This is an optimization exercise on Yosys and OpenROAD, whose aim is small area, not a production implementation.
RTL that was checked went through simulation tests only; none was proved equivalent to the original.

==> yarrow: inputs <==
// ALU
module ALU(CLK,RST,A,V,op,WA,WB,WD,WR,ENADi,opFL,R1,R2,FLAGS,FL,FINP,IF);
==> flow/config.mk <==
export PLATFORM = sky130hd
export DESIGN_NAME = ALU
export DESIGN_NICKNAME = ALU
export VERILOG_FILES = /design/flow/design.v
export SDC_FILE = /design/flow/constraint.sdc
export NUM_CORES = 4
export LEC_CHECK = 0
export CAP_MARGIN = 20
export CORE_MARGIN = 2
export CORE_UTILIZATION = 65
export SLEW_MARGIN = 20
export SYNTH_HIERARCHICAL = 1
export SYNTH_MINIMUM_KEEP_SIZE = 0
==> flow/constraint.sdc <==
create_clock -name core_clock -period 20.0 [get_ports {CLK}]
set_input_delay 4.0000 -clock core_clock [delete_from_list [all_inputs] [get_ports {CLK}]]
set_output_delay 4.0000 -clock core_clock [all_outputs]
set_load 0.01 [all_outputs]
standard.sh (not shown) runs the stock make flow with config.mk's settings and CLKGATE_MAP_FILE= SYNTH_SCRIPT=/design/flow/synth_recipe.tcl, a recipe that flattens the netlist after the stock synthesis.
==> flow/flow/run.sh <==
#!/bin/bash
# Layout flow: the standard flow with two changes.
#  1. Synthesis is the standard synthesis script, except that each ABC
#     mapping call runs Yosys's default ABC script (with a 20 ns delay target)
#     instead of ORFS's speed script. Everything else, registers included,
#     is the same as in standard.sh synth.
#  2. The port buffers that global placement inserts are buf_1 cells.
set -euo pipefail
here=$(pwd)
export BUFFER_PORTS_ARGS="-buffer_cell sky130_fd_sc_hd__buf_1"
{
  head -n 1 synth_recipe.tcl
  cat flow/abc_default.tcl
  tail -n +2 synth_recipe.tcl
} > my_synth.tcl
sed "s#SYNTH_SCRIPT=[^ ]*#SYNTH_SCRIPT=$here/my_synth.tcl#" standard.sh > my_standard.sh
bash my_standard.sh synth > synth.log 2>&1
bash standard.sh > standard.log 2>&1
==> flow/flow/abc_default.tcl <==
# Replaces the abc command: drops ORFS's -script and -D arguments, so that ABC
# runs Yosys's default mapping script with a 20 ns delay target.
proc abc {args} {
  set out {}
  set skip 0
  foreach a $args {
    if {$skip} { set skip 0; continue }
    if {$a eq "-script" || $a eq "-D"} { set skip 1; continue }
    lappend out $a
  }
  yosys abc {*}$out -D 20000
}
==> umber (differences from yarrow) <==
--- a/flow/design.v
+++ b/flow/design.v
@@ -48,34 +48,20 @@
 	wire [15:0] ra1 = {cf, ra[15:1]};
 	wire [15:0] Wl = ({16{useRa}} & ra) | ({16{useRa1}} & ra1);
 	wire selA = left | ~op[1] & ~op[2];
 	wire selS = ~left & op[1] & op[2];
 	wire selC = ~left & op[1] & ~op[2];
 	wire [14:0] rc = {ra[13:0], cf};
 	wire [14:0] Wh = ({15{selA}} & ra[14:0]) | ({15{selS}} & {15{ra[15]}}) | ({15{selC}} & rc);
 	wire [30:0] W = {Wh, Wl};
-	wire [22:0] T1;
-	wire [18:0] T2;
-	wire [16:0] T3;
-	genvar gi;
-	generate
-		for (gi = 0; gi < 23; gi = gi + 1) begin: g1
-			MuxInv2 m(W[gi], W[gi+8], s[3], T1[gi]);
-		end
-		for (gi = 0; gi < 19; gi = gi + 1) begin: g2
-			MuxInv2 m(T1[gi], T1[gi+4], s[2], T2[gi]);
-		end
-		for (gi = 0; gi < 17; gi = gi + 1) begin: g3
-			MuxInv2 m(T2[gi], T2[gi+2], s[1], T3[gi]);
-		end
-		for (gi = 0; gi < 16; gi = gi + 1) begin: g4
-			MuxInv2 m(T3[gi], T3[gi+1], s[0], RB[gi]);
-		end
-	endgenerate
+	wire [22:0] T1 = s[3] ? W[30:8] : W[22:0];
+	wire [18:0] T2 = s[2] ? T1[22:4] : T1[18:0];
+	wire [16:0] T3 = s[1] ? T2[18:2] : T2[16:0];
+	assign RB = s[0] ? T3[16:1] : T3[15:0];
 	wire nm = (op == 3'b010) | (op[2] & op[0]);
 	wire plus = (op == 3'b010) | (op[2] & ~op[0]);
 	wire [3:0] idx = (k ^ {4{nm}}) + (plus ? 4'd1 : 4'd15);
 	wire cfm = ra[idx];
 	reg c;
 	always @(*)
 		casez (op)
 			3'b000: c = RB[15];
@@ -882,66 +868,60 @@
 	FullAdder ft455(t396,t397,t454,t455,t456);
 	FullAdder ft457(t398,t399,t456,t457,t458);
 	FullAdder ft459(t400,t401,t458,t459,t460);
 	FullAdder ft461(t402,t403,t460,t461,t462);
 	FullAdder ft463(t404,t405,t462,t463,t464);
 	FullAdder ft465(t406,t407,t464,t465,t466);
 	assign t467 = ~t450;
 	assign t468 = t451 ^ t467;
-	assign t469 = ~t451;
-	assign t470 = t453 ^ (t467 & t469);
+	assign t469 = t467 & ~t451;
+	assign t470 = t453 ^ t469;
 	assign t471 = t469 & ~t453;
-	assign t472 = t455 ^ (t467 & t471);
+	assign t472 = t455 ^ t471;
 	assign t473 = t471 & ~t455;
-	assign t474 = t457 ^ (t467 & t473);
+	assign t474 = t457 ^ t473;
 	assign t475 = t473 & ~t457;
-	assign t476 = t459 ^ (t467 & t475);
+	assign t476 = t459 ^ t475;
 	assign t477 = t475 & ~t459;
-	assign t478 = t461 ^ (t467 & t477);
+	assign t478 = t461 ^ t477;
 	assign t479 = t477 & ~t461;
-	assign t480 = t463 ^ (t467 & t479);
+	assign t480 = t463 ^ t479;
 	assign t481 = t479 & ~t463;
-	assign t482 = t465 ^ (t467 & t481);
+	assign t482 = t465 ^ t481;
 	assign t483 = t481 & ~t465;
-	assign t484 = t466 & ~(t467 & t483);
+	assign t484 = t466 & ~t483;
 	HalfAdderN ht485(t408,t409,t485,t486);
 	FullAdder ft487(t410,t411,t486,t487,t488);
 	FullAdder ft489(t412,t413,t488,t489,t490);
 	FullAdder ft491(t414,t415,t490,t491,t492);
 	FullAdder ft493(t416,t417,t492,t493,t494);
 	FullAdder ft495(t418,t419,t494,t495,t496);
 	FullAdder ft497(t420,pp[255],t496,t497,t498);
 	FullAdder ft499(1'b1,1'b1,t498,t499,t500);
 	assign t501 = ~t484;
 	assign t502 = t485 ^ t501;
-	assign t503 = ~t485;
-	assign t504 = t487 ^ (t501 & t503);
+	assign t503 = t501 & ~t485;
+	assign t504 = t487 ^ t503;
 	assign t505 = t503 & ~t487;
-	assign t506 = t489 ^ (t501 & t505);
+	assign t506 = t489 ^ t505;
 	assign t507 = t505 & ~t489;
-	assign t508 = t491 ^ (t501 & t507);
+	assign t508 = t491 ^ t507;
 	assign t509 = t507 & ~t491;
-	assign t510 = t493 ^ (t501 & t509);
+	assign t510 = t493 ^ t509;
 	assign t511 = t509 & ~t493;
-	assign t512 = t495 ^ (t501 & t511);
+	assign t512 = t495 ^ t511;
 	assign t513 = t511 & ~t495;
-	assign t514 = t497 ^ (t501 & t513);
+	assign t514 = t497 ^ t513;
 	assign t515 = t513 & ~t497;
-	assign t516 = t499 ^ (t501 & t515);
+	assign t516 = t499 ^ t515;
 	assign t517 = t515 & ~t499;
-	assign t518 = t500 & ~(t501 & t517);
+	assign t518 = t500 & ~t517;
 	assign RN = {t516, t514, t512, t510, t508, t506, t504, t502, t482, t480, t478, t476, t474, t472, t470, t468, t449, t447, t445, t443, t441, t439, t437, t435, t433, t431, t429, t427, t425, t423, t421, pp[0]};
 endmodule
-`timescale 1ns / 1ps
-module MuxInv2(A,B,S,R);
-	input A,B,S;
-	output wire R;
-	assign R = ~(S ? B : A);
-endmodule
 module HalfAdderN(A,B,R,Cout);
 	input A,B;
 	output wire R,Cout;
 	XnorGate X(A,B,R);
 	assign Cout=A|B;
 endmodule
 module XnorGate(A,B,R);
 	input A,B;
==> flow/flow/run.sh (replaced) <==
#!/bin/bash
# The standard layout, with plain buf_1 cells as the port buffers
set -euo pipefail
export BUFFER_PORTS_ARGS="-buffer_cell sky130_fd_sc_hd__buf_1"
bash standard.sh > standard.log 2>&1
==> flow/config.mk (replaced) <==
export PLATFORM = sky130hd
export DESIGN_NAME = ALU
export DESIGN_NICKNAME = ALU
export VERILOG_FILES = /design/flow/design.v
export SDC_FILE = /design/flow/constraint.sdc
export NUM_CORES = 4
export LEC_CHECK = 0
export CAP_MARGIN = 20
export CORE_MARGIN = 2
export CORE_UTILIZATION = 65
export CTS_BUF_LIST = sky130_fd_sc_hd__clkbuf_8
export SLEW_MARGIN = 20
export SYNTH_HIERARCHICAL = 1
export SYNTH_MINIMUM_KEEP_SIZE = 0
removed: flow/flow/abc_default.tcl
==> qor summary <==
Result of the run: umber complete, no violations; yarrow complete, no violations
Root cell of the clock tree: umber clkbuf_8; yarrow clkbuf_16
Count of inserted tapcells: umber 396; yarrow 341
Final design utilization: umber 65.6%; yarrow 68.7%
Final Instance Count excl. Fillers: umber 2536; yarrow 2252
Worst-skew pair later-pin latency: umber 390 ps; yarrow 370 ps
Worst slack after detailed placement: umber 922 ps; yarrow 866 ps
Xor/xnor share of the synthesized area: umber 8.26%; yarrow 8.12%
# fillers: umber 2547; yarrow 2154
Layout Nets: umber 2477; yarrow 2235
Register fraction of the total cell area: umber 11.7%; yarrow 12.7%
Area occupied by multi-input gates: umber 0.0158 mm^2; yarrow 0.0143 mm^2
Final wirelength: umber 62700 um; yarrow 56900 um
Non-clock inverter instance count of the final layout: umber 64; yarrow 39

========
==> trial 27 <==
ALU, a different RTL version from the one above (not shown whole).
==> module ALU1module, before the edit <==
module ALU1module(ra,rb,op,cf,af,RA,CFA,AFA,OFA,CFC,AFC);
	input [15:0] ra,rb;
	input [4:0] op;
	input cf,af;
	output reg [15:0] RA;
	output wire CFA,AFA,OFA,CFC,AFC;
	wire MA = af | (ra[3] & (ra[2] | ra[1]));
	wire MDj = cf | (ra[7] & (ra[6] | ra[5]));
	wire [15:0] Sal = op[3] ? {9'b0, MDj, MDj, 2'b0, MA, MA, 1'b0} : {7'b0, MA, 5'b0, MA, MA, 1'b0};
	wire [15:0] BA = op[4] ? Sal : rb;
	assign AFC = op[4] & MA;
	assign CFC = op[4] & (op[3] ? MDj : MA);
	wire sub = op[0];
	wire ci = (cf & op[1] & ~op[2]) ^ sub;
	wire [15:0] Bx = BA ^ {16{sub}};
	wire [16:0] ac;
	wire [15:0] RSUM;
	assign ac[0] = ci;
	genvar gi;
	generate for (gi = 0; gi < 16; gi = gi + 1) begin: gad
		FullAdder fa(ra[gi], Bx[gi], ac[gi], RSUM[gi], ac[gi+1]);
	end endgenerate
	always @(*)
		case (op[2:0])
			3'b001: RA = ra | BA;
			3'b100: RA = ra & BA;
			3'b110: RA = ra ^ BA;
			default: RA = RSUM;
		endcase
	wire arith = ~((op[2:0] == 3'b001) | (op[2:0] == 3'b100) | (op[2:0] == 3'b110));
	assign CFA = arith & (ac[16] ^ sub);
	assign AFA = arith & (ac[4] ^ sub);
	assign OFA = arith & (ac[15] ^ ac[16]);
endmodule
==> module ALU, before the edit <==
module ALU(CLK,RST,A,V,op,WA,WB,WD,WR,ENADi,opFL,R1,R2,FLAGS,FL,FINP,IF);
	input CLK,RST;
	input [15:0] A;
	input V;
	input [5:0] op;
	input WA,WB,WD,ENADi;
	input [1:0] WR;
	input [2:0] opFL;
	output wire [15:0] R1,R2,FLAGS;
	output wire [5:0] FL;
	output wire FINP,IF;
	reg [15:0] ra, rb, rd;
	always @(posedge CLK or posedge RST)
		if (RST) ra <= 16'h0000; else if (WA) ra <= A;
	always @(posedge CLK or posedge RST)
		if (RST) rb <= 16'h0000; else if (WB) rb <= A;
	always @(posedge CLK or posedge RST)
		if (RST) rd <= 16'h0000; else if (WD) rd <= A;
	reg cf, pf, af, zf, sf, fi, df, of;
	wire [15:0] opA, opB, opD, PR1;
	wire CFD;
	reg [15:0] RE, Q;
	UnidadProducto UnidPro(ra, rb, rd, op[3:0], Q, RE, opA, opB, opD, PR1, R2, CFD);
	reg [3:0] PRE;
	wire P0 = |PRE;
	wire A0 = opA[~PRE];
	wire C = P0 ? Q[5'd16 - {1'b0, PRE}] : 1'b1;
	wire [15:0] Ro;
	wire Co;
	Divi16bits Step(P0 ? RE : opD, A0, opB, C, Ro, Co);
	wire dena = ENADi | P0;
	always @(posedge CLK or posedge RST)
		if (RST) PRE <= 4'd0;
		else if (dena) PRE <= PRE + 4'd1;
	always @(posedge CLK or posedge RST)
		if (RST) RE <= 16'h0000;
		else if (dena) RE <= Ro;
	integer i;
	always @(posedge CLK or posedge RST)
		if (RST) Q <= 16'h0000;
		else for (i = 0; i < 16; i = i + 1)
			if (dena && (PRE == 15 - i)) Q[i] <= Co;
	assign FINP = ~P0;
	wire [15:0] RA;
	wire CFA, AFA, OFA, CFC, AFC;
	ALU1module ALU1(ra, rb, op[4:0], cf, af, RA, CFA, AFA, OFA, CFC, AFC);
	wire [15:0] RB;
	wire CFB, OFB;
	ALU2module ALU2(ra, rb[3:0], V, cf, op[2:0], RB, CFB, OFB);
	reg [15:0] R;
	always @(*)
		case (op[4:3])
			2'b01: R = RB;
			2'b10: R = {RA[15:8], 4'b0, RA[3:0]};
			default: R = RA;
		endcase
	assign R1 = op[5] ? PR1 : R;
	reg CF, OF;
	always @(*)
		case (op[5:3])
			3'b000: begin CF = CFA; OF = OFA; end
			3'b001: begin CF = CFB; OF = OFB; end
			3'b010, 3'b011: begin CF = CFC; OF = OFA; end
			3'b100, 3'b101: begin CF = CFD; OF = CFD; end
			default: begin CF = 1'b0; OF = 1'b0; end
		endcase
	wire AF = op[4] ? AFC : AFA;
	wire P = ~^R1;
	wire Z = ~|R1;
	wire S = R1[15];
	wire we = WR[1] | WR[0];
	wire RSTCF = (opFL == 3'b001);
	wire TOGCF = (opFL == 3'b010);
	wire SETCF = (opFL == 3'b011);
	wire RSTDF = (opFL == 3'b100);
	wire SETDF = (opFL == 3'b101);
	wire RSTIF = (opFL == 3'b110);
	wire SETIF = (opFL == 3'b111);
	wire w10 = WR[1] & ~WR[0];
	always @(posedge CLK or posedge RST)
		if (RST) cf <= 1'b0;
		else if (SETCF) cf <= 1'b1;
		else if (TOGCF) cf <= ~cf;
		else if (we | RSTCF) cf <= (WR[1] ? A[0] : CF) & ~RSTCF;
	always @(posedge CLK or posedge RST)
		if (RST) begin pf <= 1'b0; af <= 1'b0; zf <= 1'b0; sf <= 1'b0; end
		else if (we) begin
			pf <= WR[1] ? A[2] : P;
			af <= WR[1] ? A[4] : AF;
			zf <= WR[1] ? A[6] : Z;
			sf <= WR[1] ? A[7] : S;
		end
	always @(posedge CLK or posedge RST)
		if (RST) fi <= 1'b1;
		else if (RSTIF) fi <= 1'b0;
		else if (SETIF) fi <= 1'b1;
		else if (w10) fi <= A[9];
	always @(posedge CLK or posedge RST)
		if (RST) df <= 1'b0;
		else if (SETDF) df <= 1'b1;
		else if (w10 | RSTDF) df <= A[10] & ~RSTDF;
	always @(posedge CLK or posedge RST)
		if (RST) of <= 1'b0;
		else if (WR[1] ^ WR[0]) of <= WR[1] ? A[11] : OF;
	assign FLAGS = {4'b0, of, df, fi, 1'b0, sf, zf, 1'b0, af, 1'b0, pf, 1'b0, cf};
	assign FL = {df, cf, zf, sf, of, pf};
	assign IF = fi;
endmodule
Settings: LEC_CHECK=0, CAP_MARGIN=20, CORE_MARGIN=2, CORE_UTILIZATION=40, SLEW_MARGIN=20, SYNTH_HIERARCHICAL=1, SYNTH_MINIMUM_KEEP_SIZE=0; clock period 20.0 ns.
run.sh (not shown) runs the stock make flow with config.mk's settings and CLKGATE_MAP_FILE= SYNTH_SCRIPT=/design/flow/synth_recipe.tcl, a recipe that flattens the netlist after the stock synthesis.
Stock flow here: none of the scripts above is used.
==> build 76: changes against trial 27 <==
--- a/flow/design.v
+++ b/flow/design.v
@@ -22,12 +22,10 @@
 		FullAdder fa(ra[gi], Bx[gi], ac[gi], RSUM[gi], ac[gi+1]);
 	end endgenerate
-	always @(*)
-		case (op[2:0])
-			3'b001: RA = ra | BA;
-			3'b100: RA = ra & BA;
-			3'b110: RA = ra ^ BA;
-			default: RA = RSUM;
-		endcase
+	wire [3:0] tt = {~op[1], op[0] | op[1], op[0] | op[1], 1'b0};
 	wire arith = ~((op[2:0] == 3'b001) | (op[2:0] == 3'b100) | (op[2:0] == 3'b110));
+	integer j;
+	always @(*)
+		for (j = 0; j < 16; j = j + 1)
+			RA[j] = arith ? RSUM[j] : tt[{ra[j], BA[j]}];
 	assign CFA = arith & (ac[16] ^ sub);
 	assign AFA = arith & (ac[4] ^ sub);
@@ -76,4 +74,16 @@
 endmodule
 `timescale 1ns / 1ps
+module DetectorParidad(A,P);
+	input [15:0] A;
+	output wire P;
+	assign P=~(^A[15:0]);
+endmodule
+`timescale 1ns / 1ps
+module DetectorZero(A,Z);
+	input [15:0] A;
+	output wire Z;
+	assign Z=~|A;
+endmodule
+`timescale 1ns / 1ps
 module Divi16bits(D,A0,B,Comp,R,Cout);
 	input [15:0] D,B;
@@ -1079,6 +1089,7 @@
 		endcase
 	wire AF = op[4] ? AFC : AFA;
-	wire P = ~^R1;
-	wire Z = ~|R1;
+	wire P, Z;
+	DetectorParidad Parid(R1, P);
+	DetectorZero Zer(R1, Z);
 	wire S = R1[15];
 	wire we = WR[1] | WR[0];
==> flow/flow/run.sh (new file) <==
#!/bin/bash
# The standard layout, with plain buf_1 cells as the port buffers
set -euo pipefail
export BUFFER_PORTS_ARGS="-buffer_cell sky130_fd_sc_hd__buf_1"
bash standard.sh > standard.log 2>&1
==> flow/standard.sh (new file) <==
#!/bin/bash
# synth_recipe.tcl (not shown) runs the flow's synth.tcl, then flattens the netlist and writes it again
# the make line also repeats each setting of config.mk as NAME=value (left out here)
make -C /OpenROAD-flow-scripts/flow DESIGN_CONFIG=/design/flow/config.mk WORK_HOME=/design/flow/orfs CLKGATE_MAP_FILE= SYNTH_SCRIPT=/design/flow/synth_recipe.tcl "${@:-finish}"
--- a/flow/config.mk
+++ b/flow/config.mk
@@ -8,5 +8,6 @@
 export CAP_MARGIN = 20
 export CORE_MARGIN = 2
-export CORE_UTILIZATION = 40
+export CORE_UTILIZATION = 65
+export CTS_BUF_LIST = sky130_fd_sc_hd__clkbuf_8
 export SLEW_MARGIN = 20
 export SYNTH_HIERARCHICAL = 1
removed: flow/run.sh
==> trial 54: changes against trial 27 <==
--- a/flow/design.v
+++ b/flow/design.v
@@ -22,12 +22,10 @@
 		FullAdder fa(ra[gi], Bx[gi], ac[gi], RSUM[gi], ac[gi+1]);
 	end endgenerate
-	always @(*)
-		case (op[2:0])
-			3'b001: RA = ra | BA;
-			3'b100: RA = ra & BA;
-			3'b110: RA = ra ^ BA;
-			default: RA = RSUM;
-		endcase
+	wire [3:0] tt = {~op[1], op[0] | op[1], op[0] | op[1], 1'b0};
 	wire arith = ~((op[2:0] == 3'b001) | (op[2:0] == 3'b100) | (op[2:0] == 3'b110));
+	integer j;
+	always @(*)
+		for (j = 0; j < 16; j = j + 1)
+			RA[j] = arith ? RSUM[j] : tt[{ra[j], BA[j]}];
 	assign CFA = arith & (ac[16] ^ sub);
 	assign AFA = arith & (ac[4] ^ sub);
@@ -76,4 +74,16 @@
 endmodule
 `timescale 1ns / 1ps
+module DetectorParidad(A,P);
+	input [15:0] A;
+	output wire P;
+	assign P=~(^A[15:0]);
+endmodule
+`timescale 1ns / 1ps
+module DetectorZero(A,Z);
+	input [15:0] A;
+	output wire Z;
+	assign Z=~|A;
+endmodule
+`timescale 1ns / 1ps
 module Divi16bits(D,A0,B,Comp,R,Cout);
 	input [15:0] D,B;
@@ -1079,6 +1089,7 @@
 		endcase
 	wire AF = op[4] ? AFC : AFA;
-	wire P = ~^R1;
-	wire Z = ~|R1;
+	wire P, Z;
+	DetectorParidad Parid(R1, P);
+	DetectorZero Zer(R1, Z);
 	wire S = R1[15];
 	wire we = WR[1] | WR[0];
==> comparison table <==
| item | build 76 | trial 27 | trial 54 |
|---|---|---|---|
| Proportion of cell area occupied by registers | 0.114 | 0.106 | 0.109 |
| Die X-Extent | 179 um | 229 um | 226 um |
| Maximum fanout along the worst path | 43 | 24 | 14 |
| Drt initial violations | 1,827 | 1,815 | 1,738 |
| Clk pin slew, worst setup/hold paths | 0.11 ns | 0.07 ns | 0.09 ns |
| Vias in the first global route | 16,800 | 17,600 | 17,300 |
| HP Start | zf | zf | pf |
| Area of combinational cells with multiple inputs | 0.0163 mm^2 | 0.0165 mm^2 | 0.0163 mm^2 |
| Peak per-stage delay on the critical path | 0.59 ns | 0.60 ns | 0.72 ns |
| GR Layer Usage met3 | 0.0993 | 0.0491 | 0.0561 |
| Final weighted congestion of routability-driven global placement | 0.944 | 0.995 | 1.02 |
| Simple-gate portion of the synthesized area | 0.174 | 0.159 | 0.174 |
| Die Area | 0.0319 mm^2 | 0.0525 mm^2 | 0.0513 mm^2 |
| Worst hold slack after final layout | 0.523 ns | 0.511 ns | 0.519 ns |
| Grt met2 use | 0.597 | 0.425 | 0.429 |
| Status | no timing/DRC/antenna violations | no timing/DRC/antenna violations | no timing/DRC/antenna violations |
| Crit path to | R1[11] | R1[14] | R2[15] |
| Die boundary height | 179 um | 229 um | 226 um |
The RTL of trial 27 was laid out without a check of its function.

what the ideal ports hide:
The results above use ideal ports. As a check the final layouts listed here were re-extracted and re-timed, cells and wires unchanged. Step 1, drivers: a clkbuf_16 drives CLK and a buf_2 each remaining input, both assumed. Step 2 times the ports against the registers' clock, not the clock port: input delays grow and output delays shrink by t, the midpoint of the rising clock arrivals with the driver on. Three values: no drivers, after step 1, after step 2; two values: the first two.
run | t (ns) | setup slack, ns | clock arrival spread, ns | worst register clock-pin slew, ns | worst slew at a driven data input, ns
yarrow | 0.410 | 0.749 / 0.725 / 0.725 | 0.025 / 0.025 | 0.10 / 0.10 | 0.06
umber | 0.416 | 0.834 / 0.802 / 0.802 | 0.023 / 0.023 | 0.12 / 0.12 | 0.04
trial 27 | 0.400 | 0.548 / 0.458 / 0.458 | 0.013 / 0.012 | 0.07 / 0.07 | 0.09
build 76 | 0.431 | 1.251 / 1.219 / 1.219 | 0.017 / 0.017 | 0.11 / 0.11 | 0.05
trial 54 | 0.413 | 0.574 / 0.531 / 0.531 | 0.020 / 0.020 | 0.09 / 0.09 | 0.07
After both steps every run listed still meets setup and hold. The setup slack of trial 27, which loses most, moves by -0.090 ns with the drivers and by -0.090 ns with both steps.
